Context: an optimization exercise on an open-source flow, tuned for small area, a short achievable clock period and few clock cycles per item. The choices shown serve that exercise and are no tape-out recipe.
At most, simulation tests tie the RTL to the original design; equivalence was not proved.
For runs 1 to 4 and 8, only the layout was checked, not whether the RTL still works.
Power is estimated from default activity; no workload was simulated.

## flow/design.v (module list and top-level ports; edited modules follow where they fit)
// module pp_nand2: 3 lines
// module pp_nor2: 3 lines
// module pp_inv: 3 lines
// module pp_aoi21: 3 lines
// module pp_oai21: 3 lines
// module pp_xor2: 3 lines
// module pp_xnor2: 3 lines
// module pp_nand3: 3 lines
// module pp_nor3: 3 lines
// module pp_add69: 1365 lines
// module mips_div64: 121 lines
// module clz64: 33 lines
// module align_shl: 11 lines
// module sk_add: 24 lines
module mips_div64(
  input  logic         clk,
  input  logic         reset,
  input  logic [63:0]  srcA,
  input  logic [63:0]  srcB,
  input  logic [4:0]   rob_ptr_in,
  input  logic [1:0]   hilo_prf_ptr_in,
  input  logic         is_signed_div,
  input  logic         start_div,
  output logic [127:0] y,
  output logic [4:0]   rob_ptr_out,
  output logic [1:0]   hilo_prf_ptr_out,
  output logic         ready,
  output logic         complete
);
  // ...
==> flow/run.sh <==
#!/bin/bash
# synth_recipe.tcl (not shown) runs the flow's synth.tcl, then flattens the netlist and writes it again
# the make line also repeats each setting of config.mk as NAME=value (left out here)
make -C /OpenROAD-flow-scripts/flow DESIGN_CONFIG=/design/flow/config.mk WORK_HOME=/design/flow/orfs CLKGATE_MAP_FILE= SYNTH_SCRIPT=/design/flow/synth_recipe.tcl finish
==> flow/config.mk <==
export PLATFORM = sky130hd
export DESIGN_NAME = mips_div64
export DESIGN_NICKNAME = mips_div64
export VERILOG_FILES = /design/flow/design.v
export SDC_FILE = /design/flow/constraint.sdc
export NUM_CORES = 4
export LEC_CHECK = 0
export CAP_MARGIN = 20
export CORE_MARGIN = 2
export CORE_UTILIZATION = 40
export SLEW_MARGIN = 20
export SYNTH_HIERARCHICAL = 1
==> flow/constraint.sdc <==
create_clock -name core_clock -period 4.0 [get_ports {clk}]
set_input_delay 0.8000 -clock core_clock [delete_from_list [all_inputs] [get_ports {clk}]]
set_output_delay 0.8000 -clock core_clock [all_outputs]
set_load 0.01 [all_outputs]
==> impl_metrics.ini, run 1 <==
[global_route]
met3_usage_pct = 4.14

[floorplanning]
core-area_um2 = 52700
nWellTaps = 688

[pwr]
sw_frac_of_total_pct = 46.3
switchingPower_mw = 9.58
p_clk_mw = 2.82
p_leak_nw = 11.2
clkPwrFrac_pct = 13.6
powerDensity_nw_per_um2 = 736
p_seq_share_pct = 22.3
internal-power_mw = 11.1

[critical_path]
slowest_delay_ps = 840
crit_required_ps = 4440
crit_buf_inv = 3
cp-end-kind = register
reg2reg_slack_ps = 120
critPathMaxFanout = 4
start_kind = register

[outcome]
status = timing/DRC/antenna clean

[clocking]
clk_pin_slew_ps = 60
clock-sinks = 231
cts_hold_buf = 0

[job]
maxCapViolCount = 0

[cells_and_area]
inverters = 114
area_growth_pct = 32.0
final_cell_mix = nand2_1, buf_4, clkdlybuf4s50_1
sequential_cell_area_um2 = 6150
reg.largest.list = r_D: 69 flops, r_R: 65 flops, r_Q: 64 flops
multi_input_area_um2 = 13800

[hold_path]
hp-class = register to register
worstHoldStart = r_cnt[0]

[timing]
drv_slew = 0
relSlewSlack_pct = 43.4
finalHoldViolations = 0

[yosys]
avgSynthCellArea_um2 = 8.25

[route]
drc = 0

[placed_design]
hpwlAfterDp_mm = 62.5
==> run 2, diff against run 1 <==
==> flow/flow/run.sh (new file) <==
#!/bin/bash
# Standard ORFS layout (the standard.sh) with one change to how it is
# made: the port buffers use the smallest buffer cell instead of the delay
# buffer buffer_ports picks by default.  All of make's output goes to
# standard_flow.log here.
set -euo pipefail
export BUFFER_PORTS_ARGS="-buffer_cell sky130_fd_sc_hd__buf_1"
bash standard.sh > standard_flow.log 2>&1
==> flow/standard.sh (new file) <==
#!/bin/bash
# synth_recipe.tcl (not shown) runs the flow's synth.tcl, then flattens the netlist and writes it again
# the make line also repeats each setting of config.mk as NAME=value (left out here)
make -C /OpenROAD-flow-scripts/flow DESIGN_CONFIG=/design/flow/config.mk WORK_HOME=/design/flow/orfs CLKGATE_MAP_FILE= SYNTH_SCRIPT=/design/flow/synth_recipe.tcl "${@:-finish}"
--- a/flow/config.mk
+++ b/flow/config.mk
@@ -8,5 +8,6 @@
 export CAP_MARGIN = 20
 export CORE_MARGIN = 2
 export CORE_UTILIZATION = 40
+export SETUP_SLACK_MARGIN = 0.6
 export SLEW_MARGIN = 20
 export SYNTH_HIERARCHICAL = 1
removed: flow/run.sh
==> run 2 against run 1 <==
  * Clock skew rose by 6.8 ps
  * Critical path depth up 4
  * Register-to-register slack gained 180 ps
  * Largest cell class unchanged
  * Via count increased by 4.6%
  * Highest routed layer unchanged
  * Hold slack got worse by 23 ps
  * Global-route usage grew 0.61 points
  * Total power up 7.5%
==> impl_metrics.ini, run 2 <==
[outcome]
status = timing/DRC/antenna clean

[cells_and_area]
reg.largest.list = r_D: 69 flops, r_R: 65 flops, r_Q: 64 flops
nNetsFinal = 3237
diodes = 0
final_common_cell = nand2_1
largest_reg_flops = 69
final_cell_mix = nand2_1, buf_4, buf_1
layout-drive-gt1-share_pct = 33.0
regMostFlops = r_D
num-fill-cells = 4716
area_growth_pct = 34.8
final_core_util_pct = 54.5

[yosys]
syn_inst = 2583
ys_warn_count = 13
avgSynthCellArea_um2 = 8.25
synth.cell_area_um2 = 21300

[clocking]
tritoncts = done
clock-sinks = 231
cts_buffer_depth = 3
cts_hold_buf = 0
cts_buffers = 30
clk_latency_ps = 600
htree_levels = 1
clk_pin_slew_ps = 70
clockRootBuffer = clkbuf_16

[critical_path]
start_kind = register
path_cells = inv_2, inv_2, fa_2, nand2b_4, nand2b_1, a21o_2, fa_4, buf_12, buf_12, mux2_4, mux2i_4, mux2i_2, buf_4, a221o_1, nand2_1, and3_1, a21oi_1
slowest_delay_ps = 640
slowest_stage = fa_4
crit_buf_inv = 5
critPathMaxFanout = 8
cp-end-kind = register
crit_type = register to register
crit_required_ps = 4470
cp.arrival_ps = 4170
critPathTopFamily = adder cells

[global_route]
met3_usage_pct = 3.79
gr-usage-met1_pct = 38.9
grt-ovfl-total = 0
grt_max_degree = 80
grt_pass1_wl_mm = 127
grt_pass1_vias = 21400
antenna_found_initial = 0
grt_use_met2_pct = 46.8
grt_use_total_pct = 29.2
busiest_layer = met2

[placed_design]
pre_cts_slack_ps = -161
gp_congestion = 1.02
port_buffers = 275
hpwlAfterDp_mm = 62.6

[floorplanning]
rows = 84
dieArea_um2 = 55100
initial_core_util_pct = 40.5
die_w_um = 235
io_pins = 276
core-area_um2 = 52700
die_y_um = 235

[timing]
setup_slack_ps = 299
drv_slew = 0
finalSetupViolations = 0
rsz0062_at_grt = yes
relSlewSlack_pct = 45.7
worstMarginPinSlew_ps = 815
finalSetupTns_ps = 0
fmax_mhz = 270
min_period_over_period_pct = 92.5
clock-skew-final_ps = 18.0
finalHoldViolations = 0
layout_min_cycle_time_ps = 3700

[job]
maxCapViolCount = 0

[route]
detail_route.first_pass.iterations = 6
drc = 0
drt-total-wl_mm = 87.6
drt_iter0_drc = 2125
wire_per_inst_um = 23.1
viasPerCell = 5.96
postRouteAntennaNets = 0
vias = 22600

[pwr]
p_leak_nw = 11.2
power_mw = 22.3
vdd_ir_drop_max_v = 0.000519
powerDensity_nw_per_um2 = 775

[hold_path]
hp-class = primary input to register
==> run 2: layer usage <==
metal  vias to the layer above  routed length [um]
li1                      10200                   -
met5                         -                   0
met3                       260                7010
met2                      1171               40100
met4                         0                4610
met1                     10900               35900
==> run 2: timing repair <==
action | CTS | global route
setup buffers | 77 | 43
resized for setup | 166 | 214
setup endpoints to repair | 197 | 198
cloned | 7 | 8
pin swaps | 47 | 78
hold endpoints to repair | 0 | 0
==> run 2: area by class of cell <==
type	instances	area [um^2]	area share, %
tap	688	861	3.00
clock inverter	15	144	0.501
clock buffer	38	855	2.98
inverter	114	430	1.50
sequential	231	6180	21.5
multi-input combinational	2021	15300	53.3
timing repair buffer	686	4940	17.2
==> run 2: path summary, 6_finish.rpt <==
kind,start,to,slack [ps],depth (start not counted)
min,rob_ptr_in[1],r_rob[1],380,1
max reg2reg,r_lsA[0],r_D[54],300,17
max,r_lsA[0],r_D[54],300,17
min reg2reg,r_cnt[0],r_cnt[0],410,1
==> run 2: worst reg2reg max path: cells and delay by family, from the launching register on <==
| kind | cells | cell delay [ps] |
|---|---|---|
| muxes | 3 | 600 |
| adders and majority gates | 2 | 990 |
| AOI/OAI and AO/OA | 3 | 490 |
| and+or+nand+nor | 4 | 450 |
| buffers and inverters | 5 | 610 |
| DFF | 1 | 420 |
==> run 2: power breakdown <==
part | leakage (nW) | internal [mW] | switching (mW) | total, mW
registers | 2.30 | 3.62 | 1.02 | 4.64
clock network | 0.493 | 1.63 | 1.17 | 2.81
logic | 8.37 | 6.45 | 8.36 | 14.8
total | 11.2 | 11.7 | 10.6 | 22.3
==> run 2: stage by stage <==
stage | cells | hold WS, ps | cell area, um^2
after CTS | 3742 | 371 | 27200
after global placement | 3605 | 384 | 24700
after detailed placement | 3605 | 391 | 24700
final | 3793 | 385 | 28700
after global routing | 3793 | 390 | 28700
after floorplan | 2583 | 371 | 21700
==> run 3, diff against run 2 <==
--- a/flow/config.mk
+++ b/flow/config.mk
@@ -8,6 +8,6 @@
 export CAP_MARGIN = 20
 export CORE_MARGIN = 2
 export CORE_UTILIZATION = 40
-export SETUP_SLACK_MARGIN = 0.6
+export SETUP_SLACK_MARGIN = 1.2
 export SLEW_MARGIN = 20
 export SYNTH_HIERARCHICAL = 1
==> run 3 against run 2 <==
  * Critical path depth down 5
  * Area after synthesis unchanged
  * Critical endpoint is now r_D[63]
  * Critical path type unchanged
  * Final cell count up 1.4%
  * First-iteration DRC count down 4.6%
==> impl_metrics.ini, run 3 <==
[outcome]
status = timing/DRC/antenna clean

[yosys]
syn_inst = 2583
synth.cell_area_um2 = 21300
ys_warn_count = 13
avgSynthCellArea_um2 = 8.25

[pwr]
power_mw = 23.0
powerDensity_nw_per_um2 = 765
vdd_ir_drop_max_v = 0.000507
p_leak_nw = 11.7

[cells_and_area]
num-fill-cells = 4613
largest_reg_flops = 69
multi_input_area_um2 = 16000
regMostFlops = r_D
sequential_cell_area_um2 = 6180
nNetsFinal = 3289
layout-drive-gt1-share_pct = 36.8
final_core_util_pct = 57.1
diodes = 0
final_cell_mix = nand2_1, buf_4, buf_1
final_common_cell = nand2_1
area_growth_pct = 41.2
reg.largest.list = r_D: 69 flops, r_R: 65 flops, r_Q: 64 flops
final_cell_count_no_fill = 3847

[timing]
drv_slew = 0
worstMarginPinSlew_ps = 1100
clock-skew-final_ps = 21.2
finalSetupViolations = 0
layout_min_cycle_time_ps = 3700
min_period_over_period_pct = 92.5
fmax_mhz = 270
finalHoldViolations = 0
rsz0062_at_grt = yes
relSlewSlack_pct = 26.7
fin_hold_ws_ps = 393

[placed_design]
place_inst = 3623
gp_congestion = 1.02
port_buffers = 275
hpwlAfterDp_mm = 63.9

[clocking]
cts_hold_buf = 0
tritoncts = done
clockRootBuffer = clkbuf_16
cts_buffers = 29
clock-sinks = 231
cts_buffer_depth = 3
htree_levels = 1
clk_latency_ps = 590
clk_pin_slew_ps = 60

[critical_path]
start_kind = register
crit_type = register to register
critPathMaxFanout = 7
reg2reg_slack_ps = 300
crit_required_ps = 4450
cp-end-kind = register
cp.arrival_ps = 4150

[route]
drt-total-wl_mm = 91.0
wire_per_inst_um = 23.7
top_layer_used = met4
postRouteAntennaNets = 0
route.met3.wl_mm = 7.44
drt-met1-wl_mm = 36.8
detail_route.first_pass.iterations = 6
drt_iter0_drc = 2027
drc = 0
viasPerCell = 5.95
wl_met2_mm = 42.5
vias = 22900

[floorplanning]
initial_core_util_pct = 40.5
rows = 84
die_w_um = 235
io_pins = 276
core-area_um2 = 52700
dieArea_um2 = 55100
die_y_um = 235

[global_route]
grt_pass1_wl_mm = 133
grt_max_degree = 74
grt-ovfl-total = 0
antenna_found_initial = 0
grt_use_total_pct = 30.6
grt_pass1_vias = 22200

[job]
maxCapViolCount = 0

[hold_path]
hp-class = primary input to register
[run 3: cell types whose count changed in the layout (fill, tap and decap cells not counted), sizes merged]
| cell | delta |
|---|---|
| bufbuf | -1 |
| bufinv | +2 |
| buf | +56 |
| clkinvlp | +7 |
| clkbuf | -3 |
| inv | -4 |
| clkinv | -3 |
[run 3: what timing repair did]
action                                  4_1_cts  5_1_grt
setup buffers                                90       58
hold endpoints to repair                      0        0
resized for setup                           328      212
cloned                                       17        5
endpoints found under the setup margin      210      207
pin swaps                                    80       72
[run 3: layout make-up]
cell class / count / share of cell area [%]
clock buffers: 37 / 2.58
clock inverters: 17 / 0.661
inverters: 114 / 1.46
multi-input cells: 2021 / 53.2
flip-flops and latches: 231 / 20.6
well taps: 688 / 2.86
repair buffers: 739 / 18.7
[run 3: final timing paths]
kind / start / cells past startpoint / to
setup / recovery: r_lsB[0] / 12 / r_D[63]
setup reg to reg: r_lsB[0] / 12 / r_D[63]
hold / removal: rob_ptr_in[2] / 1 / r_rob[2]
hold reg to reg: r_cnt[0] / 1 / r_cnt[0]
[run 3: critical path: stages, from the launching register on]
cell	delay (ps)
edfxtp_1	400
inv_2	70
fa_2	200
nand2b_4	130
nand2b_1	50
a21o_2	190
fa_4	890
buf_6	150
mux4_2	520
mux2_4	300
a221o_1	400
mux2i_1	190
o21ai_1	80
[run 3: metal layers]
layer	vias to the layer above	track usage (%)
met4	0	12.4
met1	11200	40.2
met2	1161	50.7
li1	10300	-
met3	253	4.37
met5	-	0
[run 3: power by group]
part,leakage (nW),internal (mW),total [mW],switching [mW]
clock,0.463,1.63,2.79,1.16
sequential,2.30,3.62,4.64,1.03
combinational,8.93,6.94,15.6,8.64
total,11.7,12.2,23.0,10.8
[run 3: stage by stage]
| step | area, um^2 | setup TNS [ps] | worst slack (ps) |
|---|---|---|---|
| 2_1_floorplan | 21900 | -65840 | -1010 |
| 3_3_place_gp | 24900 | -175 | -175 |
| 3_5_place_dp | 24900 | -165 | -165 |
| 4_1_cts | 28500 | 0 | 379 |
| 5_1_grt | 30100 | 0 | 253 |
| 6_report | 30100 | 0 | 299 |
==> module mips_div64, before the edit <==
module mips_div64(
  input  logic         clk,
  input  logic         reset,
  input  logic [63:0]  srcA,
  input  logic [63:0]  srcB,
  input  logic [4:0]   rob_ptr_in,
  input  logic [1:0]   hilo_prf_ptr_in,
  input  logic         is_signed_div,
  input  logic         start_div,
  output logic [127:0] y,
  output logic [4:0]   rob_ptr_out,
  output logic [1:0]   hilo_prf_ptr_out,
  output logic         ready,
  output logic         complete
);
   localparam integer LG_G = 2;
   localparam integer G = 1 << LG_G;
   localparam integer DW = 66 + G - 1;
   localparam logic [1:0] IDLE = 2'd0, SETUP = 2'd1, ITER = 2'd2, DONE = 2'd3;
   logic [1:0]    r_state;
   logic [64:0]   r_R;        
   logic [DW-1:0] r_D;        
   logic [63:0]   r_Q;        
   logic [6:0]    r_lsA, r_lsB;
   logic [5:0]    r_cnt;
   logic          r_negA, r_qneg, r_inv, r_exit;
   logic          r_zf;       
   logic          r_zs;       
   logic [4:0]    r_rob;
   logic [1:0]    r_hilo;
   logic       sA, sB, qn, bz;
   logic [6:0] lsA, lsB, lsB63;
   assign sA    = is_signed_div & srcA[63];
   assign sB    = is_signed_div & srcB[63];
   assign qn    = sA ^ sB;
   assign bz    = ~|srcB;
   clz64 u_clzA (.x(sA ? {~srcA[62:0], 1'b1} : srcA), .n(lsA));
   clz64 u_clzB (.x(srcB ^ {64{sB}}), .n(lsB));
   assign lsB63 = {1'b0, lsB[5:0] | {6{lsB[6]}}};
   logic [7:0]    k;
   logic [DW-1:0] d_al;
   sk_add #(.W(8)) u_k (.a({1'b0, r_lsB}), .b(~{1'b0, r_lsA}), .cin(1'b1), .s(k));
   align_shl #(.W(DW), .LG_G(LG_G)) u_sh (.d(r_D), .k(k[5:0]), .fill(~r_qneg), .q(d_al));
   logic [DW-1:0] xs, sum;
   logic          cin, zero, acc;
   assign xs  = {{(DW-65){r_R[64]}}, r_R};
   assign cin = ~r_qneg;
   logic zero_n;
   pp_add69 u_add (.a(xs), .b(r_D), .cin(cin), .s(sum), .zn(zero_n));
   assign zero = ~zero_n;
   logic fix;
   assign fix = r_zf | r_zs;
   assign acc = (sum[DW-1] ^ ~r_negA) & ~fix;
   logic start, inv_n, setup_sub;
   assign start     = (r_state == IDLE) & start_div;
   assign inv_n     = r_qneg & acc;
   assign setup_sub = (r_state == SETUP) & r_qneg & ~r_exit;
   always_ff @(posedge clk) begin
      if (reset) begin
         r_state <= IDLE;
      end else begin
         case (r_state)
           IDLE:  if (start_div) r_state <= SETUP;
           SETUP: r_state <= r_exit ? IDLE : ITER;
           ITER:  if (r_cnt == 6'd0) r_state <= DONE;
           DONE:  if (!r_zf) r_state <= IDLE;
         endcase
      end
   end
   always_ff @(posedge clk) begin
      if (start) begin
         r_lsA  <= lsA;
         r_lsB  <= lsB63;
         r_exit <= bz | (lsA > lsB63);
         r_negA <= sA;
         r_qneg <= qn;
         r_rob  <= rob_ptr_in;
         r_hilo <= hilo_prf_ptr_in;
      end
      if (start)
        r_R <= {sA, srcA};
      else if (fix)
        r_R <= '0;
      else if ((setup_sub | (r_state == ITER)) & acc)
        r_R <= sum[64:0];
      r_zs <= setup_sub & r_negA & zero;
      r_zf <= (r_state == ITER) & r_negA & zero;
      if (r_state == SETUP) begin
         r_inv <= inv_n;
         r_cnt <= k[5:0] | (G - 1);
      end else begin
         if (r_zs) r_inv <= 1'b1;
         r_cnt <= r_cnt - 6'd1;
      end
   end
   always_ff @(posedge clk) begin
      if (start)
        r_D <= {{(DW-64){sB}}, srcB} ^ {DW{~qn}};
      else if (r_state == SETUP)
        r_D <= d_al;
      else
        r_D <= {r_D[DW-1], r_D[DW-1:1]};
      if (start)
        r_Q <= bz ? (qn ? 64'd1 : '1) : '0;
      else if (r_state == SETUP)
        r_Q <= {64{inv_n}};
      else if (r_zs)
        r_Q <= '1;
      else if (r_zf & (r_state == DONE))
        r_Q <= {r_Q[63:1], ~r_inv};
      else if (r_zf)
        r_Q <= {r_Q[62:1], ~r_inv, r_inv};
      else
        r_Q <= {r_Q[62:0], acc ^ r_inv};
   end
   assign complete         = (r_state == DONE) & ~r_zf | ((r_state == SETUP) & r_exit);
   assign ready            = (r_state == IDLE) & ~start_div;
   assign y                = {r_R[63:0], r_Q};
   assign rob_ptr_out      = r_rob;
   assign hilo_prf_ptr_out = r_hilo;
endmodule
==> run 4, diff against run 3 <==
--- a/flow/design.v
+++ b/flow/design.v
@@ -1390,6 +1390,113 @@
    pp_nand3 u_pp_nand3_8 (.a(zt_32), .b(zt_33), .c(zt_34), .y(zt_35));
    assign zn = zt_35;
 endmodule
+module pp_add8(input logic [7:0] a, input logic [7:0] b, input logic cin,
+   output logic [7:0] s);
+   logic gn0_1;
+   logic tn0_1;
+   logic gn0_2;
+   logic tn0_2;
+   logic gn0_3;
+   logic tn0_3;
+   logic gn0_4;
+   logic tn0_4;
+   logic gn0_5;
+   logic tn0_5;
+   logic gn0_6;
+   logic tn0_6;
+   logic gn0_7;
+   logic tn0_7;
+   logic gn0_8;
+   logic tn0_8;
+   logic gi_16;
+   logic g1_1;
+   logic g1_3;
+   logic t1_3;
+   logic g1_5;
+   logic t1_5;
+   logic g1_7;
+   logic t1_7;
+   logic gi_24;
+   logic g2_2;
+   logic g2_3;
+   logic gi_27;
+   logic ti_28;
+   logic g2_6;
+   logic t2_6;
+   logic g2_7;
+   logic t2_7;
+   logic g3_4;
+   logic gi_34;
+   logic g3_5;
+   logic g3_6;
+   logic g3_7;
+   logic gi_38;
+   logic g4_8;
+   logic p_0;
+   logic p_1;
+   logic p_2;
+   logic p_3;
+   logic p_4;
+   logic p_5;
+   logic p_6;
+   logic p_7;
+   pp_nand2 u_pp_nand2_1 (.a(a[0]), .b(b[0]), .y(gn0_1));
+   pp_nor2 u_pp_nor2_1 (.a(a[0]), .b(b[0]), .y(tn0_1));
+   pp_nand2 u_pp_nand2_2 (.a(a[1]), .b(b[1]), .y(gn0_2));
+   pp_nor2 u_pp_nor2_2 (.a(a[1]), .b(b[1]), .y(tn0_2));
+   pp_nand2 u_pp_nand2_3 (.a(a[2]), .b(b[2]), .y(gn0_3));
+   pp_nor2 u_pp_nor2_3 (.a(a[2]), .b(b[2]), .y(tn0_3));
+   pp_nand2 u_pp_nand2_4 (.a(a[3]), .b(b[3]), .y(gn0_4));
+   pp_nor2 u_pp_nor2_4 (.a(a[3]), .b(b[3]), .y(tn0_4));
+   pp_nand2 u_pp_nand2_5 (.a(a[4]), .b(b[4]), .y(gn0_5));
+   pp_nor2 u_pp_nor2_5 (.a(a[4]), .b(b[4]), .y(tn0_5));
+   pp_nand2 u_pp_nand2_6 (.a(a[5]), .b(b[5]), .y(gn0_6));
+   pp_nor2 u_pp_nor2_6 (.a(a[5]), .b(b[5]), .y(tn0_6));
+   pp_nand2 u_pp_nand2_7 (.a(a[6]), .b(b[6]), .y(gn0_7));
+   pp_nor2 u_pp_nor2_7 (.a(a[6]), .b(b[6]), .y(tn0_7));
+   pp_nand2 u_pp_nand2_8 (.a(a[7]), .b(b[7]), .y(gn0_8));
+   pp_nor2 u_pp_nor2_8 (.a(a[7]), .b(b[7]), .y(tn0_8));
+   pp_inv u_pp_inv_1 (.a(cin), .y(gi_16));
+   pp_oai21 u_pp_oai21_1 (.a1(tn0_1), .a2(gi_16), .b1(gn0_1), .y(g1_1));
+   pp_oai21 u_pp_oai21_2 (.a1(tn0_3), .a2(gn0_2), .b1(gn0_3), .y(g1_3));
+   pp_nor2 u_pp_nor2_9 (.a(tn0_3), .b(tn0_2), .y(t1_3));
+   pp_oai21 u_pp_oai21_3 (.a1(tn0_5), .a2(gn0_4), .b1(gn0_5), .y(g1_5));
+   pp_nor2 u_pp_nor2_10 (.a(tn0_5), .b(tn0_4), .y(t1_5));
+   pp_oai21 u_pp_oai21_4 (.a1(tn0_7), .a2(gn0_6), .b1(gn0_7), .y(g1_7));
+   pp_nor2 u_pp_nor2_11 (.a(tn0_7), .b(tn0_6), .y(t1_7));
+   pp_inv u_pp_inv_2 (.a(g1_1), .y(gi_24));
+   pp_oai21 u_pp_oai21_5 (.a1(tn0_2), .a2(gi_24), .b1(gn0_2), .y(g2_2));
+   pp_aoi21 u_pp_aoi21_1 (.a1(t1_3), .a2(g1_1), .b1(g1_3), .y(g2_3));
+   pp_inv u_pp_inv_3 (.a(g1_5), .y(gi_27));
+   pp_inv u_pp_inv_4 (.a(t1_5), .y(ti_28));
+   pp_oai21 u_pp_oai21_6 (.a1(tn0_6), .a2(gi_27), .b1(gn0_6), .y(g2_6));
+   pp_nor2 u_pp_nor2_12 (.a(tn0_6), .b(ti_28), .y(t2_6));
+   pp_aoi21 u_pp_aoi21_2 (.a1(t1_7), .a2(g1_5), .b1(g1_7), .y(g2_7));
+   pp_nand2 u_pp_nand2_9 (.a(t1_7), .b(t1_5), .y(t2_7));
+   pp_oai21 u_pp_oai21_7 (.a1(tn0_4), .a2(g2_3), .b1(gn0_4), .y(g3_4));
+   pp_inv u_pp_inv_5 (.a(g2_3), .y(gi_34));
+   pp_aoi21 u_pp_aoi21_3 (.a1(t1_5), .a2(gi_34), .b1(g1_5), .y(g3_5));
+   pp_aoi21 u_pp_aoi21_4 (.a1(t2_6), .a2(gi_34), .b1(g2_6), .y(g3_6));
+   pp_oai21 u_pp_oai21_8 (.a1(t2_7), .a2(g2_3), .b1(g2_7), .y(g3_7));
+   pp_inv u_pp_inv_6 (.a(g3_7), .y(gi_38));
+   pp_oai21 u_pp_oai21_9 (.a1(tn0_8), .a2(gi_38), .b1(gn0_8), .y(g4_8));
+   pp_xor2 u_pp_xor2_1 (.a(a[0]), .b(b[0]), .y(p_0));
+   pp_xor2 u_pp_xor2_2 (.a(p_0), .b(cin), .y(s[0]));
+   pp_xor2 u_pp_xor2_3 (.a(a[1]), .b(b[1]), .y(p_1));
+   pp_xor2 u_pp_xor2_4 (.a(p_1), .b(g1_1), .y(s[1]));
+   pp_xor2 u_pp_xor2_5 (.a(a[2]), .b(b[2]), .y(p_2));
+   pp_xor2 u_pp_xor2_6 (.a(p_2), .b(g2_2), .y(s[2]));
+   pp_xor2 u_pp_xor2_7 (.a(a[3]), .b(b[3]), .y(p_3));
+   pp_xnor2 u_pp_xnor2_1 (.a(p_3), .b(g2_3), .y(s[3]));
+   pp_xor2 u_pp_xor2_8 (.a(a[4]), .b(b[4]), .y(p_4));
+   pp_xor2 u_pp_xor2_9 (.a(p_4), .b(g3_4), .y(s[4]));
+   pp_xor2 u_pp_xor2_10 (.a(a[5]), .b(b[5]), .y(p_5));
+   pp_xnor2 u_pp_xnor2_2 (.a(p_5), .b(g3_5), .y(s[5]));
+   pp_xor2 u_pp_xor2_11 (.a(a[6]), .b(b[6]), .y(p_6));
+   pp_xnor2 u_pp_xnor2_3 (.a(p_6), .b(g3_6), .y(s[6]));
+   pp_xor2 u_pp_xor2_12 (.a(a[7]), .b(b[7]), .y(p_7));
+   pp_xor2 u_pp_xor2_13 (.a(p_7), .b(g3_7), .y(s[7]));
+endmodule
 module mips_div64(
   input  logic         clk,
   input  logic         reset,
@@ -1413,15 +1520,17 @@
    logic [64:0]   r_R;        
    logic [DW-1:0] r_D;        
    logic [63:0]   r_Q;        
-   logic [6:0]    r_lsA, r_lsB;
+   logic [7:0]    r_k;        
    logic [5:0]    r_cnt;
-   logic          r_negA, r_qneg, r_inv, r_exit;
+   logic          r_negA, r_qneg, r_exit;
+   logic          r_z0;       
    logic          r_zf;       
    logic          r_zs;       
    logic [4:0]    r_rob;
    logic [1:0]    r_hilo;
    logic       sA, sB, qn, bz;
    logic [6:0] lsA, lsB, lsB63;
+   logic [7:0] k_in;
    assign sA    = is_signed_div & srcA[63];
    assign sB    = is_signed_div & srcB[63];
    assign qn    = sA ^ sB;
@@ -1429,10 +1538,9 @@
    clz64 u_clzA (.x(sA ? {~srcA[62:0], 1'b1} : srcA), .n(lsA));
    clz64 u_clzB (.x(srcB ^ {64{sB}}), .n(lsB));
    assign lsB63 = {1'b0, lsB[5:0] | {6{lsB[6]}}};
-   logic [7:0]    k;
+   pp_add8 u_k (.a({1'b0, lsB63}), .b(~{1'b0, lsA}), .cin(1'b1), .s(k_in));
    logic [DW-1:0] d_al;
-   sk_add #(.W(8)) u_k (.a({1'b0, r_lsB}), .b(~{1'b0, r_lsA}), .cin(1'b1), .s(k));
-   align_shl #(.W(DW), .LG_G(LG_G)) u_sh (.d(r_D), .k(k[5:0]), .fill(~r_qneg), .q(d_al));
+   align_shl #(.W(DW), .LG_G(LG_G)) u_sh (.d(r_D), .k(r_k[5:0]), .fill(~r_qneg), .q(d_al));
    logic [DW-1:0] xs, sum;
    logic          cin, zero, acc;
    assign xs  = {{(DW-65){r_R[64]}}, r_R};
@@ -1442,10 +1550,9 @@
    assign zero = ~zero_n;
    logic fix;
    assign fix = r_zf | r_zs;
-   assign acc = (sum[DW-1] ^ ~r_negA) & ~fix;
-   logic start, inv_n, setup_sub;
+   assign acc = (sum[DW-1] ^ ~r_negA) & ~fix & ~r_z0;
+   logic start, setup_sub;
    assign start     = (r_state == IDLE) & start_div;
-   assign inv_n     = r_qneg & acc;
    assign setup_sub = (r_state == SETUP) & r_qneg & ~r_exit;
    always_ff @(posedge clk) begin
       if (reset) begin
@@ -1454,16 +1561,15 @@
          case (r_state)
            IDLE:  if (start_div) r_state <= SETUP;
            SETUP: r_state <= r_exit ? IDLE : ITER;
-           ITER:  if (r_cnt == 6'd0) r_state <= DONE;
+           ITER:  if (r_z0 | (r_cnt == 6'd0)) r_state <= DONE;
            DONE:  if (!r_zf) r_state <= IDLE;
          endcase
       end
    end
    always_ff @(posedge clk) begin
       if (start) begin
-         r_lsA  <= lsA;
-         r_lsB  <= lsB63;
-         r_exit <= bz | (lsA > lsB63);
+         r_k    <= k_in;
+         r_exit <= bz | k_in[7];
          r_negA <= sA;
          r_qneg <= qn;
          r_rob  <= rob_ptr_in;
@@ -1476,14 +1582,12 @@
       else if ((setup_sub | (r_state == ITER)) & acc)
         r_R <= sum[64:0];
       r_zs <= setup_sub & r_negA & zero;
+      r_z0 <= setup_sub & ~acc & ~(r_negA & zero);
       r_zf <= (r_state == ITER) & r_negA & zero;
-      if (r_state == SETUP) begin
-         r_inv <= inv_n;
-         r_cnt <= k[5:0] | (G - 1);
-      end else begin
-         if (r_zs) r_inv <= 1'b1;
-         r_cnt <= r_cnt - 6'd1;
-      end
+      if (r_state == SETUP)
+        r_cnt <= r_k[5:0] | (G - 1);
+      else
+        r_cnt <= r_cnt - 6'd1;
    end
    always_ff @(posedge clk) begin
       if (start)
@@ -1495,15 +1599,15 @@
       if (start)
         r_Q <= bz ? (qn ? 64'd1 : '1) : '0;
       else if (r_state == SETUP)
-        r_Q <= {64{inv_n}};
-      else if (r_zs)
-        r_Q <= '1;
+        r_Q <= {64{r_qneg}};
+      else if (r_z0)
+        r_Q <= '0;
       else if (r_zf & (r_state == DONE))
-        r_Q <= {r_Q[63:1], ~r_inv};
+        r_Q <= {r_Q[63:1], ~r_qneg};
       else if (r_zf)
-        r_Q <= {r_Q[62:1], ~r_inv, r_inv};
+        r_Q <= {r_Q[62:1], ~r_qneg, r_qneg};
       else
-        r_Q <= {r_Q[62:0], acc ^ r_inv};
+        r_Q <= {r_Q[62:0], acc ^ r_qneg};
    end
    assign complete         = (r_state == DONE) & ~r_zf | ((r_state == SETUP) & r_exit);
    assign ready            = (r_state == IDLE) & ~start_div;
@@ -1555,27 +1659,3 @@
    end
    assign q = lv[6];
 endmodule
-module sk_add #(parameter integer W = 8)
-  (input logic [W-1:0] a, input logic [W-1:0] b, input logic cin,
-   output logic [W-1:0] s);
-   localparam integer N = W + 1;            
-   localparam integer L = (N > 128) ? 8 : (N > 64) ? 7 : (N > 32) ? 6 : (N > 16) ? 5 :
-                          (N > 8) ? 4 : (N > 4) ? 3 : (N > 2) ? 2 : 1;
-   logic [N-1:0] g [0:L];
-   logic [N-1:0] p [0:L];
-   assign g[0] = {a & b, cin};
-   assign p[0] = {a ^ b, 1'b0};
-   for (genvar l = 0; l < L; l++) begin : g_lv
-      for (genvar i = 0; i < N; i++) begin : g_b
-         if ((i >> l) & 1) begin : g_n
-            localparam integer J = ((i >> l) << l) - 1;
-            assign g[l+1][i] = g[l][i] | (p[l][i] & g[l][J]);
-            assign p[l+1][i] = p[l][i] & p[l][J];
-         end else begin : g_c
-            assign g[l+1][i] = g[l][i];
-            assign p[l+1][i] = p[l][i];
-         end
-      end
-   end
-   assign s = (a ^ b) ^ g[L][W-1:0];
-endmodule
==> run 4 against run 3 <==
  * Final cell count down 4.3%
  * Design area down 13%
  * Utilization down 5.0 points
  * Die area down 3.7%
  * Clock power about the same
  * Wire length down 11%
  * Clock skew about the same
==> impl_metrics.ini, run 4 <==
[global_route]
grt_max_degree = 136
grt_pass1_vias = 20400
grt_pass1_wl_mm = 120
grt_use_total_pct = 29.0
grt-ovfl-total = 0
antenna_found_initial = 0

[critical_path]
critPathLaunch = is_signed_div
crit_required_ps = 4350
cp.arrival_ps = 3760
path_cells = buf_6, buf_12, nand2_8, buf_12, buf_6, buf_16, nand2_1, o21ai_2, nor4_2, buf_4, buf_4, buf_4, buf_4, o311ai_0, a21oi_1, o31ai_2, inv_2, nand2_2, o21ai_2, a21oi_4, o21ai_2, xor2_1, or2_4
slowest_delay_ps = 280
crit_buf_inv = 10
r2r_start = r_qneg
critPathMaxFanout = 11
start_kind = primary input
cp-end-kind = register
crit_type = primary input to register
crit_path_frequent_cell = buf_4
critPathTopFamily = buffers and inverters
slowest_stage = a21oi_1

[cells_and_area]
diodes = 0
area_growth_pct = 28.1
layout-drive-gt1-share_pct = 26.5
reg.largest.list = r_D: 69 flops, r_R: 65 flops, r_Q: 64 flops
num-fill-cells = 4754
final_cell_mix = nand2_1, buf_1, buf_4
regMostFlops = r_D
final_core_util_pct = 52.2
largest_reg_flops = 69
nNetsFinal = 3129
final_common_cell = nand2_1

[floorplanning]
rows = 82
die_y_um = 230
die_w_um = 230
io_pins = 276
core-area_um2 = 50400
initial_core_util_pct = 40.7
dieArea_um2 = 53100

[yosys]
synth.cell_area_um2 = 20500
avgSynthCellArea_um2 = 7.97
ys_warn_count = 10
syn_inst = 2573

[placed_design]
gp_congestion = 0.977
port_buffers = 275
pre_cts_slack_ps = -69.6
hpwlAfterDp_mm = 59.5

[timing]
clock-skew-final_ps = 21.7
drv_slew = 0
fmax_mhz = 293
min_period_over_period_pct = 85.3
relSlewSlack_pct = 32.1
finalSetupViolations = 0
finalHoldViolations = 0
worstMarginPinSlew_ps = 1020
setup_slack_ps = 589
layout_min_cycle_time_ps = 3410
rsz0062_at_grt = yes

[pwr]
p_leak_nw = 10.2
power_mw = 18.7
vdd_ir_drop_max_v = 0.000428
powerDensity_nw_per_um2 = 711

[job]
maxCapViolCount = 0

[clocking]
htree_levels = 1
cts_buffer_depth = 3
clk_pin_slew_ps = 60
clockRootBuffer = clkbuf_16
tritoncts = done
cts_buffers = 29
clock-sinks = 223
clk_latency_ps = 590

[route]
postRouteAntennaNets = 0
wire_per_inst_um = 22.0
drt-total-wl_mm = 81.0
viasPerCell = 5.80
detail_route.first_pass.iterations = 5
vias = 21300
drc = 0
drt_iter0_drc = 1879

[outcome]
status = timing/DRC/antenna clean

[hold_path]
hp-class = primary input to register
worstHoldStart = reset
## run 4: per-stage QoR
stage          std cells  hold WS [ps]  instance area (um^2)  setup TNS [ps]
2_1_floorplan       2576           371                 21100               0
3_3_place_gp        3508           387                 23300            -122
3_5_place_dp        3508           393                 23300            -169
4_1_cts             3647           347                 25700               0
5_1_grt             3683           365                 26300               0
6_report            3683           375                 26300               0
## run 4: final timing paths
| check | endpoint | slack, ps | cells past startpoint |
|---|---|---|---|
| hold reg to reg | r_cnt[0] | 410 | 1 |
| hold / removal | r_state[0] | 380 | 2 |
| setup / recovery | r_exit | 590 | 23 |
| setup reg to reg | r_zs | 620 | 18 |
## run 4: what timing repair did
action | CTS | global route
endpoints found under the setup margin | 104 | 97
resized for setup | 146 | 77
pin swaps | 60 | 54
buffers inserted | 73 | 34
hold buffers | 0 | 0
gates cloned | 12 | 2
## run 4: area by class of cell
type                            instances  area, um^2  area share, %
Inverter                              108         432           1.64
Tap cell                              672         841           3.20
Clock inverter                         11         106          0.405
Multi-Input combinational cell       2038       14100           53.7
Timing Repair Buffer                  588        3960           15.1
Clock buffer                           43         902           3.43
Sequential cell                       223        5920           22.5
## run 4: power breakdown
group          internal, mW  switching [mW]
registers              3.36           0.930
logic                  4.83            6.80
clock network          1.64            1.13
## run 4: routing by layer
layer  global-route usage, %  share of wire [%]  up-vias
li1                        -                  -     9942
met3                    3.78                6.7      231
met1                    35.6                 40    10200
met4                    16.3                6.5        0
met5                       0                  0        -
met2                    49.0                 47      976
## run 4: worst reg2reg max path, delay by kind of cell (launching register included)
family	cells	cell delay, ps
AND/OR/NAND/NOR	6	1180
flip-flops	1	500
buffers and inverters	5	570
XOR/XNOR	1	110
AO/OA/AOI/OAI	6	930
==> run 5, diff against run 4 <==
--- a/flow/design.v
+++ b/flow/design.v
@@ -25,6 +25,9 @@
 module pp_nor3(input logic a, input logic b, input logic c, output logic y);
    assign y = ~(a | b | c);
 endmodule
+module pp_mux2(input logic s, input logic a, input logic b, output logic y);
+   assign y = s ? a : b;
+endmodule
 module pp_add69(input logic [68:0] a, input logic [68:0] b, input logic cin,
    output logic [68:0] s, output logic zn);
    logic gn0_1;
@@ -1566,24 +1569,27 @@
          endcase
       end
    end
+   logic upd, en_neg, en_pos, en_R;
+   assign upd    = (setup_sub | (r_state == ITER)) & ~fix & ~r_z0;
+   assign en_neg = start | fix | (upd & r_negA);
+   assign en_pos = start | fix | (upd & ~r_negA);
+   pp_mux2 u_en (.s(sum[DW-1]), .a(en_neg), .b(en_pos), .y(en_R));
+   always_ff @(posedge clk) begin
+      r_k    <= k_in;
+      r_exit <= bz | k_in[7];
+   end
    always_ff @(posedge clk) begin
       if (start) begin
-         r_k    <= k_in;
-         r_exit <= bz | k_in[7];
          r_negA <= sA;
          r_qneg <= qn;
          r_rob  <= rob_ptr_in;
          r_hilo <= hilo_prf_ptr_in;
       end
-      if (start)
-        r_R <= {sA, srcA};
-      else if (fix)
-        r_R <= '0;
-      else if ((setup_sub | (r_state == ITER)) & acc)
-        r_R <= sum[64:0];
+      if (en_R)
+        r_R <= start ? {sA, srcA} : fix ? '0 : sum[64:0];
       r_zs <= setup_sub & r_negA & zero;
-      r_z0 <= setup_sub & ~acc & ~(r_negA & zero);
       r_zf <= (r_state == ITER) & r_negA & zero;
+      r_z0 <= setup_sub & ~acc & ~(r_negA & zero);
       if (r_state == SETUP)
         r_cnt <= r_k[5:0] | (G - 1);
       else
--- a/flow/config.mk
+++ b/flow/config.mk
@@ -8,6 +8,6 @@
 export CAP_MARGIN = 20
 export CORE_MARGIN = 2
 export CORE_UTILIZATION = 40
-export SETUP_SLACK_MARGIN = 1.2
+export SETUP_SLACK_MARGIN = 1.8
 export SLEW_MARGIN = 20
 export SYNTH_HIERARCHICAL = 1
==> run 5 against run 4 <==
  * Fmax grew 1.8%
  * Flip-flop and latch count is the same
  * Area after synthesis grew 0.38%
  * Largest cell class unchanged
==> impl_metrics.ini, run 5 <==
[global_route]
grt_pass1_vias = 20800
grt_use_total_pct = 31.0
antenna_found_initial = 1
grt_max_degree = 100
grt_pass1_wl_mm = 127
grt-ovfl-total = 0

[pwr]
sw_frac_of_total_pct = 48.0
power_frac_comb_pct = 67.7
powerDensity_nw_per_um2 = 795
p_leak_nw = 10.2
internal-power_mw = 11.4
switchingPower_mw = 10.6
vdd_ir_drop_max_v = 0.000509
clkPwrFrac_pct = 11.2
p_seq_share_pct = 21.0

[hold_path]
worstHoldStart = rob_ptr_in[4]
hp-class = primary input to register
min_to = r_rob[4]
hold_depth = 1

[critical_path]
slowest_stage = dfxtp_1
critPathMaxFanout = 5
cp.arrival_ps = 3800
crit_type = register to register
crit_required_ps = 4450
reg2reg_slack_ps = 650
start_kind = register
slowest_delay_ps = 410
timing.rr.end = r_z0
worstRegToRegCells = 18
r2r_start = r_D[3]
path_cells = nor2_1, nor2_2, nand2_1, o21ai_4, a21oi_4, buf_12, o21ai_4, clkinvlp_4, buf_12, buf_6, o21ai_4, xor2_1, nor3_2, nand3_2, nor3_4, nand3_2, nand2b_4, nor4b_4
crit_path_frequent_cell = o21ai_4
cp-end-kind = register

[floorplanning]
io_pins = 276
die_y_um = 231
core-area_um2 = 51100
rows = 83
die_w_um = 231
initial_core_util_pct = 40.3
dieArea_um2 = 53300

[timing]
fmax_mhz = 299
finalHoldViolations = 0
relSlewSlack_pct = 45.0
finalSetupViolations = 0
fin_hold_ws_ps = 390
min_period_over_period_pct = 83.7
worstMarginPinSlew_ps = 825
clock-skew-final_ps = 19.3
layout_min_cycle_time_ps = 3350
rsz0062_at_grt = yes
drv_slew = 0

[job]
maxCapViolCount = 0

[clocking]
clk_latency_ps = 580
cts_buffer_depth = 3
cts_buffers = 27
htree_levels = 1
clk_pin_slew_ps = 60
clockRootBuffer = clkbuf_16
clock-sinks = 223
tritoncts = done
cts_hold_buf = 0

[yosys]
ys_warn_count = 10
synth.cell_area_um2 = 20600
avgSynthCellArea_um2 = 8.17
syn_inst = 2519

[route]
detail_route.first_pass.iterations = 7
viasPerCell = 6.03
drt_iter0_drc = 2136
drc = 0
wire_per_inst_um = 23.9
vias = 21800
drt-total-wl_mm = 86.5
postRouteAntennaNets = 0

[cells_and_area]
final_common_cell = buf_1
diodes = 0
regMostFlops = r_D
final_cell_mix = buf_1, nand2_1, buf_4
nNetsFinal = 3061
largest_reg_flops = 69
layout-drive-gt1-share_pct = 32.3
final_cell_count_no_fill = 3621
area_growth_pct = 34.5
reg.largest.list = r_D: 69 flops, r_R: 65 flops, r_Q: 64 flops

[placed_design]
place_inst = 3393
hpwlAfterDp_mm = 60.9
gp_congestion = 0.964
port_buffers = 275

[outcome]
status = timing/DRC/antenna clean
==> run 5: critical path, delay by kind of cell, from the launching register on <==
kind / cells / cell delay (ps)
AO/OA/AOI/OAI: 4 / 580
flip-flops: 1 / 410
XOR/XNOR: 1 / 100
buffers and inverters: 4 / 580
AND/OR/NAND/NOR: 9 / 1520
==> run 5: worst max-delay path by stage <==
stage,cells after the start,startpoint,slack (ps),endpoint
detailed placement,17,is_signed_div,-90,r_exit
global placement,17,is_signed_div,-30,r_exit
finish,18,r_D[3],650,r_z0
floorplan,17,r_qneg,590,r_z0
global route,17,r_R[8],570,r_z0
CTS,19,r_qneg,730,r_z0
==> run 5: layout make-up <==
cell class / count / area, um^2
Sequential cell: 223 / 5910
Timing Repair Buffer: 572 / 4100
Inverter: 107 / 445
Tap cell: 680 / 851
Multi-Input combinational cell: 1989 / 15500
Clock buffer: 37 / 754
Fill cell: 4643 / 23400
Clock inverter: 13 / 113
==> run 5: timing repair <==
item	in CTS	in global routing
buffers inserted	103	49
pin swaps	116	92
gates resized for setup	331	224
cloned	24	2
endpoints found under the setup margin	270	232
==> run 5: metrics by stage <==
step	area (um^2)	utilization, %	total power, mW	setup slack [ps]	TNS [ps]
6_report	27700	54.2	22.0	650	0
5_1_grt	27700	54.2	23.1	570	0
4_1_cts	26300	51.6	20.7	735	0
3_5_place_dp	22900	44.8	16.2	-93.8	-193
3_3_place_gp	22900	44.8	16.0	-32.1	-39.8
2_1_floorplan	21200	-	13.1	587	0
==> run 5: power by group through the flow <==
stage	Sequential, mW	Clock (mW)	Combinational [mW]
floorplan	4.28	0	8.82
global placement	4.69	0	11.3
detailed placement	4.72	0	11.5
CTS	4.60	2.51	13.6
global route	4.69	2.59	15.8
finish	4.63	2.47	14.9
==> run 5: metal layers <==
layer | global-route usage, % | routed length (um) | vias to the layer above
li1 | - | - | 9910
met1 | 38.1 | 33600 | 10500
met2 | 50.1 | 40000 | 1113
met3 | 4.19 | 5970 | 311
met4 | 21.7 | 6950 | 2
met5 | 0 | 11 | -
Testbench counts of run 5, summed over its fixed seeds: cycles 34,487, items 2,400.
==> run 6, diff against run 5 <==
--- a/flow/config.mk
+++ b/flow/config.mk
@@ -7,7 +7,7 @@
 export LEC_CHECK = 0
 export CAP_MARGIN = 20
 export CORE_MARGIN = 2
-export CORE_UTILIZATION = 40
-export SETUP_SLACK_MARGIN = 1.8
+export CORE_UTILIZATION = 60
+export SETUP_SLACK_MARGIN = 1.4
 export SLEW_MARGIN = 20
 export SYNTH_HIERARCHICAL = 1
==> run 6 against run 5 <==
  * Highest routed layer unchanged
  * Utilization rose by 22 points
  * Non-clock buffer count fell by 50
  * Register-to-register slack lost 50 ps
  * Still clean on timing, DRC and antenna
  * Clock-buffer cell count increased by 2
  * Largest cell class unchanged
  * Via count rose by 0.20%
  * Global-route usage grew 10 points
  * Critical path type unchanged
  * Setup slack got worse by 47 ps
  * Fmax fell by 1.4%
  * Sequential power about the same
  * Combinational power shrank 9%
  * Clock power increased by 6%
==> impl_metrics.ini, run 6 <==
[critical_path]
cp-end-kind = register
cp.arrival_ps = 3840
crit_required_ps = 4440
start_kind = register
worstRegToRegCells = 18
r2r_start = r_R[1]
crit_type = register to register
critPathMaxFanout = 9
timing.rr.end = r_z0
reg2reg_slack_ps = 600

[cells_and_area]
num-fill-cells = 2451
regMostFlops = r_D
final_cell_count_no_fill = 3336
area_growth_pct = 25.2
layout-drive-gt1-share_pct = 25.3
sequential_cell_area_um2 = 5890
multi_input_area_um2 = 14600
final_common_cell = buf_1
largest_reg_flops = 69
nNetsFinal = 3006
reg.largest.list = r_D: 69 flops, r_R: 65 flops, r_Q: 64 flops
final_cell_mix = buf_1, nand2_1, buf_4

[yosys]
avgSynthCellArea_um2 = 8.17
synth.cell_area_um2 = 20600
syn_inst = 2519
ys_warn_count = 10

[clocking]
tritoncts = done
cts_hold_buf = 0
cts_buffer_depth = 3
clk_latency_ps = 580
cts_buffers = 27
clock-sinks = 223
clk_pin_slew_ps = 60
htree_levels = 1
clockRootBuffer = clkbuf_16

[floorplanning]
core-area_um2 = 33700
initial_core_util_pct = 61.1
rows = 67
die_y_um = 189
io_pins = 276
dieArea_um2 = 35800
die_w_um = 189

[timing]
worstMarginPinSlew_ps = 1030
rsz0062_at_grt = yes
setup_slack_ps = 604
min_period_over_period_pct = 84.9
relSlewSlack_pct = 31.5
finalSetupViolations = 0
layout_min_cycle_time_ps = 3400
fmax_mhz = 294
drv_slew = 0
finalHoldViolations = 0
fin_hold_ws_ps = 391
finalSetupTns_ps = 0
clock-skew-final_ps = 11.6

[pwr]
powerDensity_nw_per_um2 = 810
vdd_ir_drop_max_v = 0.000654
p_leak_nw = 9.70

[global_route]
grt-ovfl-total = 0
grt_use_total_pct = 41.1
grt_pass1_wl_mm = 115
antenna_found_initial = 2
grt_pass1_vias = 20100
grt_max_degree = 102

[placed_design]
pre_cts_slack_ps = -106
place_inst = 3158
port_buffers = 275
hpwlAfterDp_mm = 54.2
gp_congestion = 0.986

[route]
detail_route.first_pass.iterations = 6
wire_per_inst_um = 23.9
viasPerCell = 6.55
postRouteAntennaNets = 0
drc = 0
drt_iter0_drc = 2552
vias = 21900
drt-total-wl_mm = 79.6

[hold_path]
hp-class = primary input to register
min_to = r_rob[3]
hold_depth = 1
worstHoldStart = rob_ptr_in[3]

[job]
maxCapViolCount = 0

[outcome]
status = timing/DRC/antenna clean
-- run 6: worst max-delay path, stage by stage (launching register included) --
cell and delay (ps):
edfxtp_1 470, nor2_2 190, nor2_2 80, a21oi_4 220
o21ai_4 100, a21oi_4 290, o21ai_4 120, buf_12 170
a21oi_4 210, inv_2 90, a21oi_4 210, xnor2_4 130
buf_4 160, nor3_2 130, nand2_1 100, nor2_1 150
nand3_1 90, nand2b_4 170, nor4b_2 180
-- run 6: power by group --
| part | internal, mW | total [mW] | switching [mW] |
|---|---|---|---|
| Sequential | 3.55 | 4.64 | 1.09 |
| Clock | 1.53 | 2.61 | 1.08 |
| Combinational | 5.79 | 13.6 | 7.83 |
| Total | 10.9 | 20.9 | 10.0 |
-- run 6: how the worst max path moves through the flow --
stage	cells after the start	to	start	slack, ps
floorplan	17	r_z0	r_qneg	590
global placement	18	r_k[5]	is_signed_div	-90
detailed placement	19	r_exit	is_signed_div	-110
CTS	18	r_z0	r_qneg	800
global route	17	r_Q[0]	r_R[1]	560
finish	18	r_z0	r_R[1]	600
-- run 6: routing by layer --
layer | vias to the layer above | wire, um | global-route usage [%]
met3 | 248 | 8470 | 7.30
met2 | 1400 | 36300 | 65.5
met4 | 4 | 4720 | 21.2
met5 | - | 27 | 0
li1 | 9780 | - | -
met1 | 10400 | 30200 | 53.7
-- run 6: what timing repair did --
| item | in CTS | in global routing |
|---|---|---|
| cloned | 10 | 6 |
| setup buffers | 85 | 25 |
| gates resized for setup | 176 | 104 |
| setup endpoints to repair | 124 | 194 |
| pin swaps | 52 | 42 |
-- run 6: per-stage QoR --
step | power (mW) | util [%] | area (um^2)
floorplan | 13.1 | - | 21100
global placement | 15.6 | 66.7 | 22500
detailed placement | 15.8 | 66.7 | 22500
CTS | 20.0 | 74.1 | 25000
global route | 21.8 | 76.5 | 25800
finish | 20.9 | 76.5 | 25800
-- run 6: final cells by class --
type	count	area share [%]
antenna	2	0.0194
clock buffer	39	3.12
clock inverter	11	0.476
tap	448	2.17
timing repair buffer	522	13.2
inverter	107	1.65
multi-input combinational	1984	56.5
sequential	223	22.8
==> run 7, diff against run 6 <==
--- a/flow/config.mk
+++ b/flow/config.mk
@@ -7,7 +7,7 @@
 export LEC_CHECK = 0
 export CAP_MARGIN = 20
 export CORE_MARGIN = 2
-export CORE_UTILIZATION = 60
+export CORE_UTILIZATION = 40
 export SETUP_SLACK_MARGIN = 1.4
 export SLEW_MARGIN = 20
 export SYNTH_HIERARCHICAL = 1
==> run 7 against run 6 <==
  * Clock skew rose by 0.53 ps
  * Final cell count rose by 9.8%
  * Die area rose by 49%
  * Setup slack improved by 79 ps
  * Register-to-register slack improved by 80 ps
  * Largest cell class unchanged
  * Largest power group unchanged
==> impl_metrics.ini, run 7 <==
[outcome]
status = timing/DRC/antenna clean

[floorplanning]
initial_core_util_pct = 40.3
io_pins = 276
core-area_um2 = 51100
die_w_um = 231
dieArea_um2 = 53300
rows = 83
die_y_um = 231

[timing]
min_period_over_period_pct = 82.9
fin_hold_ws_ps = 369
fmax_mhz = 301
relSlewSlack_pct = 24.6
worstMarginPinSlew_ps = 1130
clock-skew-final_ps = 12.1
layout_min_cycle_time_ps = 3320
rsz0062_at_grt = yes
finalSetupViolations = 0
drv_slew = 0
finalHoldViolations = 0

[placed_design]
port_buffers = 275
hpwlAfterDp_mm = 60.2
gp_congestion = 0.994

[critical_path]
reg2reg_slack_ps = 680
crit_type = register to register
crit_required_ps = 4480
slowest_stage = dfxtp_1
critPathMaxFanout = 6
slowest_delay_ps = 430
cp-end-kind = register
cp.arrival_ps = 3790
path_cells = nor2_1, nor2_2, nand2_1, nor2_1, a21oi_4, buf_12, o21ai_4, buf_12, buf_6, a21oi_2, xnor2_2, nor3_2, nand3_2, nor3_4, nand3_2, nand2b_4, nor4b_1
start_kind = register

[cells_and_area]
diodes = 0
final_common_cell = buf_4
final_core_util_pct = 52.4
nNetsFinal = 3100
reg.largest.list = r_D: 69 flops, r_R: 65 flops, r_Q: 64 flops
largest_reg_flops = 69
layout-drive-gt1-share_pct = 27.7
regMostFlops = r_D
final_cell_mix = buf_4, buf_1, nand2_1
num-fill-cells = 4804
area_growth_pct = 29.9

[job]
maxCapViolCount = 0

[global_route]
antenna_found_initial = 1
gr-usage-met1_pct = 40.1
grt_use_total_pct = 29.8
met3_usage_pct = 5.00
grt_pass1_vias = 20100
grt_pass1_wl_mm = 123
grt_max_degree = 163
busiest_layer = met2
grt-ovfl-total = 0
grt_use_met2_pct = 47.6

[route]
drc = 0
vias = 21700
postRouteAntennaNets = 0
drt-total-wl_mm = 84.4
wire_per_inst_um = 23.0
detail_route.first_pass.iterations = 6
viasPerCell = 5.93
drt_iter0_drc = 2226

[yosys]
synth.cell_area_um2 = 20600
avgSynthCellArea_um2 = 8.17
ys_warn_count = 10
syn_inst = 2519

[clocking]
tritoncts = done
clock-sinks = 223
clockRootBuffer = clkbuf_16
clk_pin_slew_ps = 60
clk_latency_ps = 600
cts_buffers = 29
cts_buffer_depth = 3
htree_levels = 1

[pwr]
vdd_ir_drop_max_v = 0.000472
p_leak_nw = 10.1
powerDensity_nw_per_um2 = 833

[hold_path]
hp-class = primary input to register
run 7: path summary, 6_finish.rpt:
path	start	cells past startpoint	to
max reg2reg	r_D[11]	17	r_z0
max	r_D[11]	17	r_z0
min	rob_ptr_in[3]	1	r_rob[3]
min reg2reg	r_cnt[0]	1	r_cnt[0]
run 7: what timing repair did:
item	4_1_cts	5_1_grt
resized for setup	166	123
cloned	11	4
pin swaps	46	52
hold buffers	0	0
endpoints found under the setup margin	131	210
buffers inserted	62	57
endpoints found under the hold margin	0	0
run 7: area by class of cell:
| type | instances | area [um^2] | area share [%] |
|---|---|---|---|
| tap | 680 | 851 | 3.18 |
| sequential | 223 | 5900 | 22.0 |
| inverter | 107 | 430 | 1.61 |
| multi-input combinational | 1987 | 14500 | 54.1 |
| clock buffer | 35 | 748 | 2.80 |
| clock inverter | 19 | 298 | 1.11 |
| timing repair buffer | 611 | 4050 | 15.2 |
run 7: report_power, final:
| part | leakage (nW) | internal (mW) | switching (mW) |
|---|---|---|---|
| logic | 7.36 | 6.31 | 8.33 |
| registers | 2.21 | 3.56 | 1.14 |
| clock network | 0.501 | 1.79 | 1.17 |
| total | 10.1 | 11.7 | 10.6 |
run 7: per-stage QoR:
stage          area [um^2]  total power [mW]  instances  setup slack [ps]  TNS (ps)
2_1_floorplan        21100              13.1       2522               587         0
3_3_place_gp         23400              16.2       3474              -443     -1670
3_5_place_dp         23400              16.4       3474              -395     -1370
4_1_cts              25800              21.0       3601               689         0
5_1_grt              26800              23.5       3662               529         0
6_report             26800              22.3       3662               683         0
run 7: metal layers:
layer / wire length [um] / up-vias
li1: - / 9955
met1: 35200 / 10400
met2: 38000 / 1107
met3: 7350 / 207
met4: 3800 / 0
met5: 0 / -
run 7: critical path, delay by kind of cell, from the launching register on:
family	cells	cell delay, ps
AND/OR/NAND/NOR	10	1770
buffers and inverters	3	460
flip-flops	1	430
AO/OA/AOI/OAI	3	340
XOR/XNOR	1	170
==> run 8, diff against run 7 <==
--- a/flow/design.v
+++ b/flow/design.v
@@ -1531,6 +1531,29 @@
    logic          r_zs;       
    logic [4:0]    r_rob;
    logic [1:0]    r_hilo;
+   function automatic logic [6:0] clz64(input logic [63:0] x);
+      logic [15:0] v1; logic [31:0] c1;    
+      logic [3:0]  v2; logic [15:0] c2;    
+      logic        v3; logic [5:0]  c3;
+      for (int i = 0; i < 16; i++) begin
+         v1[i] = |x[4*i +: 4];
+         c1[2*i+1] = ~x[4*i+3] & ~x[4*i+2];
+         c1[2*i]   = ~x[4*i+3] & (x[4*i+2] | ~x[4*i+1]);
+      end
+      for (int i = 0; i < 4; i++) begin
+         v2[i] = |v1[4*i +: 4];
+         c2[4*i+3] = ~v1[4*i+3] & ~v1[4*i+2];
+         c2[4*i+2] = ~v1[4*i+3] & (v1[4*i+2] | ~v1[4*i+1]);
+         c2[4*i +: 2] = v1[4*i+3] ? c1[2*(4*i+3) +: 2] :
+                        v1[4*i+2] ? c1[2*(4*i+2) +: 2] :
+                        v1[4*i+1] ? c1[2*(4*i+1) +: 2] : c1[2*(4*i) +: 2];
+      end
+      v3 = |v2;
+      c3[5] = ~v2[3] & ~v2[2];
+      c3[4] = ~v2[3] & (v2[2] | ~v2[1]);
+      c3[3:0] = v2[3] ? c2[12 +: 4] : v2[2] ? c2[8 +: 4] : v2[1] ? c2[4 +: 4] : c2[0 +: 4];
+      clz64 = v3 ? {1'b0, c3} : 7'd64;
+   endfunction
    logic       sA, sB, qn, bz;
    logic [6:0] lsA, lsB, lsB63;
    logic [7:0] k_in;
@@ -1538,12 +1561,17 @@
    assign sB    = is_signed_div & srcB[63];
    assign qn    = sA ^ sB;
    assign bz    = ~|srcB;
-   clz64 u_clzA (.x(sA ? {~srcA[62:0], 1'b1} : srcA), .n(lsA));
-   clz64 u_clzB (.x(srcB ^ {64{sB}}), .n(lsB));
+   assign lsA   = clz64(sA ? {~srcA[62:0], 1'b1} : srcA);
+   assign lsB   = clz64(srcB ^ {64{sB}});
    assign lsB63 = {1'b0, lsB[5:0] | {6{lsB[6]}}};
    pp_add8 u_k (.a({1'b0, lsB63}), .b(~{1'b0, lsA}), .cin(1'b1), .s(k_in));
-   logic [DW-1:0] d_al;
-   align_shl #(.W(DW), .LG_G(LG_G)) u_sh (.d(r_D), .k(r_k[5:0]), .fill(~r_qneg), .q(d_al));
+   logic [DW-1:0] d_lv [LG_G:6];
+   logic          fill;
+   assign fill       = ~r_qneg;
+   assign d_lv[LG_G] = {r_D[DW-G:0], {(G-1){fill}}};
+   for (genvar l = LG_G; l < 6; l++) begin : g_sh
+      assign d_lv[l+1] = r_k[l] ? {d_lv[l][DW-1-(1<<l):0], {(1<<l){fill}}} : d_lv[l];
+   end
    logic [DW-1:0] xs, sum;
    logic          cin, zero, acc;
    assign xs  = {{(DW-65){r_R[64]}}, r_R};
@@ -1599,7 +1627,7 @@
       if (start)
         r_D <= {{(DW-64){sB}}, srcB} ^ {DW{~qn}};
       else if (r_state == SETUP)
-        r_D <= d_al;
+        r_D <= d_lv[6];
       else
         r_D <= {r_D[DW-1], r_D[DW-1:1]};
       if (start)
@@ -1621,47 +1649,3 @@
    assign rob_ptr_out      = r_rob;
    assign hilo_prf_ptr_out = r_hilo;
 endmodule
-module clz64(input logic [63:0] x, output logic [6:0] n);
-   logic [31:0] z1, c1;
-   logic [15:0] z2; logic [31:0] c2;
-   logic [7:0]  z3; logic [23:0] c3;
-   logic [3:0]  z4; logic [15:0] c4;
-   logic [1:0]  z5; logic [9:0]  c5;
-   logic        z6; logic [5:0]  c6;
-   always_comb begin
-      for (int i = 0; i < 32; i++) begin
-         z1[i] = ~(x[2*i+1] | x[2*i]);
-         c1[i] = ~x[2*i+1];
-      end
-      for (int i = 0; i < 16; i++) begin
-         z2[i] = z1[2*i+1] & z1[2*i];
-         c2[2*i +: 2] = z1[2*i+1] ? {1'b1, c1[2*i]} : {1'b0, c1[2*i+1]};
-      end
-      for (int i = 0; i < 8; i++) begin
-         z3[i] = z2[2*i+1] & z2[2*i];
-         c3[3*i +: 3] = z2[2*i+1] ? {1'b1, c2[4*i +: 2]} : {1'b0, c2[4*i+2 +: 2]};
-      end
-      for (int i = 0; i < 4; i++) begin
-         z4[i] = z3[2*i+1] & z3[2*i];
-         c4[4*i +: 4] = z3[2*i+1] ? {1'b1, c3[6*i +: 3]} : {1'b0, c3[6*i+3 +: 3]};
-      end
-      for (int i = 0; i < 2; i++) begin
-         z5[i] = z4[2*i+1] & z4[2*i];
-         c5[5*i +: 5] = z4[2*i+1] ? {1'b1, c4[8*i +: 4]} : {1'b0, c4[8*i+4 +: 4]};
-      end
-      z6 = z5[1] & z5[0];
-      c6 = z5[1] ? {1'b1, c5[4:0]} : {1'b0, c5[9:5]};
-      n  = z6 ? 7'd64 : {1'b0, c6};
-   end
-endmodule
-module align_shl #(parameter integer W = 8, parameter integer LG_G = 2)
-  (input logic [W-1:0] d, input logic [5:0] k, input logic fill,
-   output logic [W-1:0] q);
-   localparam integer G = 1 << LG_G;
-   logic [W-1:0] lv [LG_G:6];
-   assign lv[LG_G] = {d[W-G:0], {(G-1){fill}}};
-   for (genvar l = LG_G; l < 6; l++) begin : g_sh
-      assign lv[l+1] = k[l] ? {lv[l][W-1-(1<<l):0], {(1<<l){fill}}} : lv[l];
-   end
-   assign q = lv[6];
-endmodule
==> run 8 against run 7 <==
  * Still clean
  * Synthesized cell count decreased by 0.99%
  * Clock-buffer cell count decreased by 2
  * Register-to-register slack about the same
  * Global-route usage increased by 0.45 points
  * Non-clock buffer count decreased by 77
  * Critical path depth decreased by 1
  * Sequential share of layout area increased by 1.2 points
  * Die area decreased by 2.7%
  * Clock skew increased by 7.5 ps
  * Utilization decreased by 1.4 points
==> impl_metrics.ini, run 8 <==
[placed_design]
placed_area_um2 = 22100
pre_cts_slack_ps = 115
place_inst = 3375
port_buffers = 275
hpwlAfterDp_mm = 59.6
gp_congestion = 0.983

[cells_and_area]
area_growth_pct = 26.6
final_cell_mix = nand2_1, buf_1, nor2_1
regMostFlops = r_D
largest_reg_flops = 69
diodes = 0
finalInstanceArea_um2 = 25300
final_cell_count_no_fill = 3545
final_common_cell = nand2_1
layout-drive-gt1-share_pct = 25.5
nNetsFinal = 2992
reg.largest.list = r_D: 69 flops, r_R: 65 flops, r_Q: 64 flops

[global_route]
grt_pass1_vias = 20300
grt_pass1_wl_mm = 123
grt_use_total_pct = 30.2
grt_max_degree = 220
antenna_found_initial = 0
grt-ovfl-total = 0

[clocking]
clk_pin_slew_ps = 60
tritoncts = done
clk_latency_ps = 590
htree_levels = 1
clockRootBuffer = clkbuf_16
clock-sinks = 223
cts_buffers = 28
cts_buffer_depth = 3

[critical_path]
r2r_start = r_R[5]
reg2reg_slack_ps = 670
crit_required_ps = 4470
critPathLaunch = r_R[5]
path_cells = nor2_2, nor2_2, a21oi_2, o21ai_4, a21oi_4, buf_6, clkinvlp_4, buf_6, a21oi_4, xnor2_2, nor3_2, nand3_2, nor3_4, nand3_2, nand2b_4, and4b_1
crit_type = register to register
slowest_stage = edfxtp_1
worstRegToRegCells = 16
cp.arrival_ps = 3810
start_kind = register
critPathMaxFanout = 5
timing.rr.end = r_z0
slowest_delay_ps = 470
cp-end-kind = register
crit_path_end = r_z0

[route]
drt_iter0_drc = 2154
detail_route.first_pass.iterations = 6
viasPerCell = 6.02
drc = 0
vias = 21400
wire_per_inst_um = 23.4
postRouteAntennaNets = 0
drt-total-wl_mm = 83.1

[pwr]
powerDensity_nw_per_um2 = 778
p_leak_nw = 9.61
vdd_ir_drop_max_v = 0.000486

[job]
maxCapViolCount = 0

[floorplanning]
initial_core_util_pct = 40.3
die_y_um = 228
io_pins = 276
die_w_um = 228
dieArea_um2 = 51900
core-area_um2 = 49800
rows = 82

[timing]
worstMarginPinSlew_ps = 1020
layout_min_cycle_time_ps = 3330
finalSetupViolations = 0
finalSetupTns_ps = 0
clock-skew-final_ps = 19.6
finalHoldViolations = 0
setup_slack_ps = 669
relSlewSlack_pct = 32.2
min_period_over_period_pct = 83.3
fmax_mhz = 300
rsz0062_at_grt = yes
drv_slew = 0
fin_hold_ws_ps = 391

[yosys]
avgSynthCellArea_um2 = 8.03
syn_inst = 2494
synth.cell_area_um2 = 20000
ys_warn_count = 8

[hold_path]
hold_depth = 1
hp-class = primary input to register

[outcome]
status = timing/DRC/antenna clean
[run 8: repair_timing]
action                     CTS  global route
setup endpoints to repair  214           117
gates cloned                10             2
resized for setup          169            89
pin swaps                   70            34
hold buffers                 0             0
buffers inserted            60            44
[run 8: worst min-delay path by stage]
stage	from	to	slack [ps]
global route	rob_ptr_in[4]	r_rob[4]	380
CTS	rob_ptr_in[2]	r_rob[2]	370
finish	rob_ptr_in[2]	r_rob[2]	390
detailed placement	r_cnt[0]	r_cnt[0]	400
global placement	r_cnt[0]	r_cnt[0]	390
floorplan	r_cnt[0]	r_cnt[0]	370
[run 8: critical path: cells and delay by family (launching register included)]
kind / cells / cell delay [ps]
buffers and inverters: 3 / 470
xor gates and xnor gates: 1 / 100
and+or+nand+nor: 8 / 1470
AOI/OAI and AO/OA: 4 / 700
DFF: 1 / 470
[run 8: final cells by class]
cell class                      instances  area [um^2]
Sequential cell                       223         5910
Timing Repair Buffer                  534         3530
Clock inverter                         19          264
Fill cell                            4725        24400
Multi-Input combinational cell       1964        13600
Tap cell                              672          841
Inverter                               99          398
Clock buffer                           33          782
Timing Repair inverter                  1         8.76
[run 8: routing by layer]
metal | part of all wire, % | global-route usage, %
met5 | 0 | 0
met4 | 7.4 | 19.0
met3 | 6.6 | 3.69
met2 | 46 | 49.3
met1 | 40 | 38.0
[run 8: report_power, final]
part	leakage, nW	switching (mW)	internal (mW)
clock	0.505	1.16	1.74
sequential	2.21	0.969	3.52
combinational	6.90	7.22	5.12
total	9.61	9.34	10.4
[run 8: per-stage QoR]
stage / power, mW / utilization, %
CTS: 18.9 / 49.3
global route: 20.8 / 50.9
floorplan: 12.1 / -
global placement: 14.7 / 44.5
finish: 19.7 / 50.9
detailed placement: 14.9 / 44.5

Check on run 8: ideal ports give 0.669 ns setup slack; a clkbuf_16 on the clock port and buf_2 on the inputs give 0.669 ns; moving port delays by the midpoint clock arrival (0.637 ns) as well gives 0.323 ns.
